This design comes from an exercise in tuning for small area, a short achievable clock period and few clock cycles on the open sky130 flow, not from production work. At most, simulation tests tie the RTL to the original design; equivalence was not proved.

==> module fp4_fft, before the edit <==
module fp4_fft #(
    parameter MAX_N = 32,
    parameter ADDR_WIDTH = $clog2(MAX_N)
)(
    input wire clk,
    input wire rst,
    input wire start,
    input wire [ADDR_WIDTH-1:0] N,  
    output reg done,
    output reg error,
    input wire [7:0] data_in,  
    input wire data_in_valid,  
    output reg [7:0] data_out,  
    output reg data_out_valid,  
    output reg fft_ready  
);
    reg n16, n8;
    always @(posedge clk) begin
        n16 <= (N == 5'd16);
        n8 <= (N == 5'd8);
    end
    wire [3:0] mask = n16 ? 4'hf : n8 ? 4'h7 : 4'h3;
    function [14:0] stage_ctl;
        input [3:0] x;
        input m16, m8;
        reg [3:0] l0, l1, l2, l3, l4, l5, cm, r;
        reg hi4;
        begin
            l0 = x - 4'd1;
            l1 = x - 4'd9;
            l2 = x - 4'd14;
            l3 = x - 4'd1;
            l4 = x - 4'd2;
            l5 = x - 4'd9;
            hi4 = m16 ? l4[3] : m8 ? l4[2] : l4[1];
            cm = x & (m16 ? 4'hf : m8 ? 4'h7 : 4'h3);
            r = m16 ? 4'd11 : m8 ? 4'd7 : 4'd1;
            stage_ctl[14] = m16 & l0[3];
            stage_ctl[13] = (m16 | m8) & l1[2];
            stage_ctl[12] = l2[1];
            stage_ctl[11] = l3[0];
            stage_ctl[10] = m16 & l1[3];
            stage_ctl[9:8] = m16 ? {l2[2], l2[3]} : m8 ? {l2[2], 1'b0} : 2'b00;
            stage_ctl[7:5] = m16 ? {l3[1], l3[2], l3[3]} : m8 ? {l3[1], l3[2], 1'b0} : {l3[1], 2'b00};
            stage_ctl[4] = hi4 & ~l4[0];
            stage_ctl[3] = m16 & l5[2] & ~l5[1];
            stage_ctl[2] = (cm >= r);
            stage_ctl[1] = (cm == r - 4'd1);
            stage_ctl[0] = 1'b0;
        end
    endfunction
    reg in_frame;  
    reg [3:0] c;  
    reg [5:0] fv;  
    reg en;  
    reg [14:0] ctl;  
    wire start_now = data_in_valid & ~in_frame & fft_ready;
    wire adv = in_frame ? data_in_valid : 1'b1;
    wire [3:0] cur = start_now ? 4'd0 : c;
    wire last = in_frame & data_in_valid & ((c & mask) == mask);
    wire wrap = adv & ((cur & mask) == mask);
    wire in_frame_n = start_now | (in_frame & ~last);
    wire [3:0] c_n = adv ? cur + 4'd1 : c;
    wire last_slot = ((c & mask) == mask);
    wire wrap_next = (((c + 4'd1) & mask) == 4'd0);
    wire [14:0] ctl_inc = stage_ctl(c + 4'd1, n16, n8);
    wire [14:0] ctl_one = stage_ctl(4'd1, N == 5'd16, N == 5'd8);
    always @(posedge clk)
        ctl <= ~adv ? ctl : start_now ? ctl_one : ctl_inc;
    wire ph8 = ctl[14], ph4 = ctl[13];
    wire ph2 = ~c[1], ph1 = ~c[0];
    wire k4 = ctl[10];
    wire [2:0] k1 = ctl[7:5];
    wire l2b2 = c[2] ^ c[1], l2b3 = c[3] ^ (c[2] & c[1]);
    wire [1:0] k2 = n16 ? {l2b2, l2b3} : n8 ? {l2b2, 1'b0} : 2'b00;
    wire hi4 = n16 ? ~(c[3] ^ (c[2] | c[1])) : n8 ? ~(c[2] ^ c[1]) : ~c[1];
    wire cond1 = hi4 & ~c[0];
    wire cond2 = n16 & ~(c[2] ^ (c[1] | c[0])) & (c[1] ^ c[0]);
    wire [3:0] cm = c & mask;
    wire near = n16 ? (cm >= 4'd11) : n8 ? (cm == 4'd7) : (cm != 4'd0);
    wire far_last = n16 ? (cm == 4'd10) : n8 ? (cm == 4'd6) : (cm == 4'd0);
    wire out_v = n16 ? (near ? fv[0] : fv[1]) : n8 ? (near ? fv[1] : fv[2]) : (near ? fv[4] : fv[5]);
    wire [5:0] keep = n16 ? 6'b000011 : n8 ? 6'b000111 : 6'b111111;
    always @(posedge clk or negedge rst) begin
        if (!rst) begin
            in_frame <= 1'b0;
            c <= 4'hf;  
            fv <= 6'b000000;
            en <= 1'b0;
        end else begin
            in_frame <= in_frame_n;
            c <= c_n;
            en <= adv;
            if (wrap)
                fv <= {fv[4:0], in_frame} & keep;
            else if (en & far_last) begin
                if (n16) fv[1] <= 1'b0;
                else if (n8) fv[2] <= 1'b0;
                else fv[5] <= 1'b0;
            end
        end
    end
    reg [7:0] in_reg, o4, o2;
    wire [7:0] s8, s4, s2, s1;
    wire [7:0] a8, a4, a2, a1, x8, y8, x4, y4, x2, y2, x1, y1;
    wire [7:0] b4 = s8;
    wire [7:0] b2 = o4;
    fp4_butterfly_w0 bf8 (.A(a8), .B(in_reg), .X(x8), .Y(y8));
    fp4_butterfly_w08 bf4 (.A(a4), .B(b4), .w8(k4), .X(x4), .Y(y4));
    fp4_butterfly_w2 bf2 (.A(a2), .B(b2), .w(k2), .X(x2), .Y(y2));
    fp4_butterfly bf1 (.A(a1), .B(o2), .widx(k1), .X(x1), .Y(y1));
    sdf_stage #(.D(8)) st8 (.clk(clk), .en(en), .phase(ph8), .s_in(in_reg),
                            .X(x8), .Y(y8), .A(a8), .s_out(s8));
    sdf_stage #(.D(4)) st4 (.clk(clk), .en(en), .phase(ph4), .s_in(b4),
                            .X(x4), .Y(y4), .A(a4), .s_out(s4));
    sdf_stage #(.D(2)) st2 (.clk(clk), .en(en), .phase(ph2), .s_in(b2),
                            .X(x2), .Y(y2), .A(a2), .s_out(s2));
    sdf_stage #(.D(1)) st1 (.clk(clk), .en(en), .phase(ph1), .s_in(o2),
                            .X(x1), .Y(y1), .A(a1), .s_out(s1));
    reg [55:0] rv1;
    reg [15:0] rv2;
    wire [7:0] tap1 = n16 ? rv1[55:48] : n8 ? rv1[23:16] : rv1[7:0];
    wire [7:0] q1 = cond1 ? s1 : tap1;
    wire [7:0] q2 = cond2 ? q1 : rv2[15:8];
    always @(posedge clk) begin
        in_reg <= data_in;
        data_out <= q2;
    end
    always @(posedge clk) begin
        fft_ready <= in_frame ? (data_in_valid & last_slot) : (~(data_in_valid & fft_ready) & wrap_next);
        done <= last;
        error <= start & ((N == 5'd0) | ((N & (N - 5'd1)) != 5'd0));
        data_out_valid <= en & out_v;
    end
    always @(posedge clk) begin
        if (en) begin
            o4 <= s4;
            o2 <= s2;
            rv1 <= {rv1[47:0], cond1 ? tap1 : s1};
            rv2 <= {rv2[7:0], cond2 ? rv2[15:8] : q1};
        end
    end
endmodule
clock: 20.0 ns
lec_check: 0
abc_area: 1
cap_margin: 20
core_margin: 2
core_utilization: 40
cts_buf_list: sky130_fd_sc_hd__clkbuf_16
cts_cluster_diameter: 80
cts_cluster_size: 25
slew_margin: 20
buffer_ports_args: -buffer_cell sky130_fd_sc_hd__buf_4
setup_slack_margin: 15
standard.sh (not shown) runs the stock make flow with config.mk's settings and CLKGATE_MAP_FILE= SYNTH_SCRIPT=/design/flow/synth_recipe.tcl, a recipe that flattens the netlist after the stock synthesis.
==> flow/flow/run.sh <==
#!/bin/bash
set -e
echo "export BUFFER_PORTS_ARGS = -buffer_cell sky130_fd_sc_hd__buf_4" >> "$FLOW_CONFIG"
echo "export SETUP_SLACK_MARGIN = 15" >> "$FLOW_CONFIG"
bash standard.sh > standard_flow.log 2>&1
The first run finished clean.
Testbench counts at the start, summed over its fixed seeds: cycles 5,344.
==> next run, changes <==
--- a/flow/design.v
+++ b/flow/design.v
@@ -1476,55 +1476,25 @@
     end
     wire [3:0] mask = n16 ? 4'hf : n8 ? 4'h7 : 4'h3;
-    function [14:0] stage_ctl;
-        input [3:0] x;
-        input m16, m8;
-        reg [3:0] l0, l1, l2, l3, l4, l5, cm, r;
-        reg hi4;
-        begin
-            l0 = x - 4'd1;
-            l1 = x - 4'd9;
-            l2 = x - 4'd14;
-            l3 = x - 4'd1;
-            l4 = x - 4'd2;
-            l5 = x - 4'd9;
-            hi4 = m16 ? l4[3] : m8 ? l4[2] : l4[1];
-            cm = x & (m16 ? 4'hf : m8 ? 4'h7 : 4'h3);
-            r = m16 ? 4'd11 : m8 ? 4'd7 : 4'd1;
-            stage_ctl[14] = m16 & l0[3];
-            stage_ctl[13] = (m16 | m8) & l1[2];
-            stage_ctl[12] = l2[1];
-            stage_ctl[11] = l3[0];
-            stage_ctl[10] = m16 & l1[3];
-            stage_ctl[9:8] = m16 ? {l2[2], l2[3]} : m8 ? {l2[2], 1'b0} : 2'b00;
-            stage_ctl[7:5] = m16 ? {l3[1], l3[2], l3[3]} : m8 ? {l3[1], l3[2], 1'b0} : {l3[1], 2'b00};
-            stage_ctl[4] = hi4 & ~l4[0];
-            stage_ctl[3] = m16 & l5[2] & ~l5[1];
-            stage_ctl[2] = (cm >= r);
-            stage_ctl[1] = (cm == r - 4'd1);
-            stage_ctl[0] = 1'b0;
-        end
-    endfunction
     reg in_frame;  
     reg [3:0] c;  
     reg [5:0] fv;  
     reg en;  
-    reg [14:0] ctl;  
     wire start_now = data_in_valid & ~in_frame & fft_ready;
     wire adv = in_frame ? data_in_valid : 1'b1;
     wire [3:0] cur = start_now ? 4'd0 : c;
     wire last = in_frame & data_in_valid & ((c & mask) == mask);
-    wire wrap = adv & ((cur & mask) == mask);
+    wire last_slot = ((c & mask) == mask);
+    wire wrap = last_slot & (in_frame ? data_in_valid : ~(data_in_valid & fft_ready));
     wire in_frame_n = start_now | (in_frame & ~last);
     wire [3:0] c_n = adv ? cur + 4'd1 : c;
-    wire last_slot = ((c & mask) == mask);
     wire wrap_next = (((c + 4'd1) & mask) == 4'd0);
-    wire [14:0] ctl_inc = stage_ctl(c + 4'd1, n16, n8);
-    wire [14:0] ctl_one = stage_ctl(4'd1, N == 5'd16, N == 5'd8);
-    always @(posedge clk)
-        ctl <= ~adv ? ctl : start_now ? ctl_one : ctl_inc;
-    wire ph8 = ctl[14], ph4 = ctl[13];
+    wire c20 = (c[2:0] != 3'd0);
+    wire l1b3 = c[3] ^ ~c20, l1b2 = c[2] ^ ~(c[1] | c[0]), l1b1 = ~(c[1] ^ c[0]);
+    wire l9b3 = c[3] ^ c20, l9b2 = ~(c[2] ^ (c[1] | c[0]));
+    wire ph8 = n16 & l1b3;
+    wire ph4 = (n16 | n8) & l9b2;
     wire ph2 = ~c[1], ph1 = ~c[0];
-    wire k4 = ctl[10];
-    wire [2:0] k1 = ctl[7:5];
+    wire k4 = n16 & l9b3;
+    wire [2:0] k1 = n16 ? {l1b1, l1b2, l1b3} : n8 ? {l1b1, l1b2, 1'b0} : {l1b1, 2'b00};
     wire l2b2 = c[2] ^ c[1], l2b3 = c[3] ^ (c[2] & c[1]);
     wire [1:0] k2 = n16 ? {l2b2, l2b3} : n8 ? {l2b2, 1'b0} : 2'b00;
The new run completed without violations.
Non-clock buffer count grows by 16.
Area after synthesis shrinks by 1.2%.
Cell count decreases by 1.4%.
Die area is lower by 1.1%.
Fmax stays flat.
Worst setup slack is worse by 0.0053 ns.
Routed wire length went up by 1.3%.
Cell area hardly moves.
The RTL of the second run of this note was laid out without a check of its function.

## static timing again, ports no longer ideal
How much do the figures lean on ideal ports? The routed layouts below were timed once more, with nothing changed but the port constraints.
Step 1 assumes that a clkbuf_16 drives the clock port and a buf_2 every other input.
Step 2, shift: input delay + t, output delay - t, t = (earliest + latest rising clock arrival at the registers) / 2. This alone moves slack from input paths to output paths.
Slacks: no drivers / after step 1 / after step 2; pairs: no drivers / after step 1.
run	t, ns	setup WS [ns]	latest minus earliest clock arrival (ns)	worst register clock-pin slew, ns	worst data-port slew with drivers (ns)
the first run	0.548	15.040 / 14.989 / 14.551	0.020 / 0.021	0.10 / 0.10	0.04
the second run	0.549	15.034 / 14.986 / 14.702	0.033 / 0.033	0.10 / 0.10	0.04
After both steps setup and hold are still met in every run listed. For the first run, which loses most, drivers alone change the setup slack by -0.051 ns; drivers and shift together by -0.489 ns.
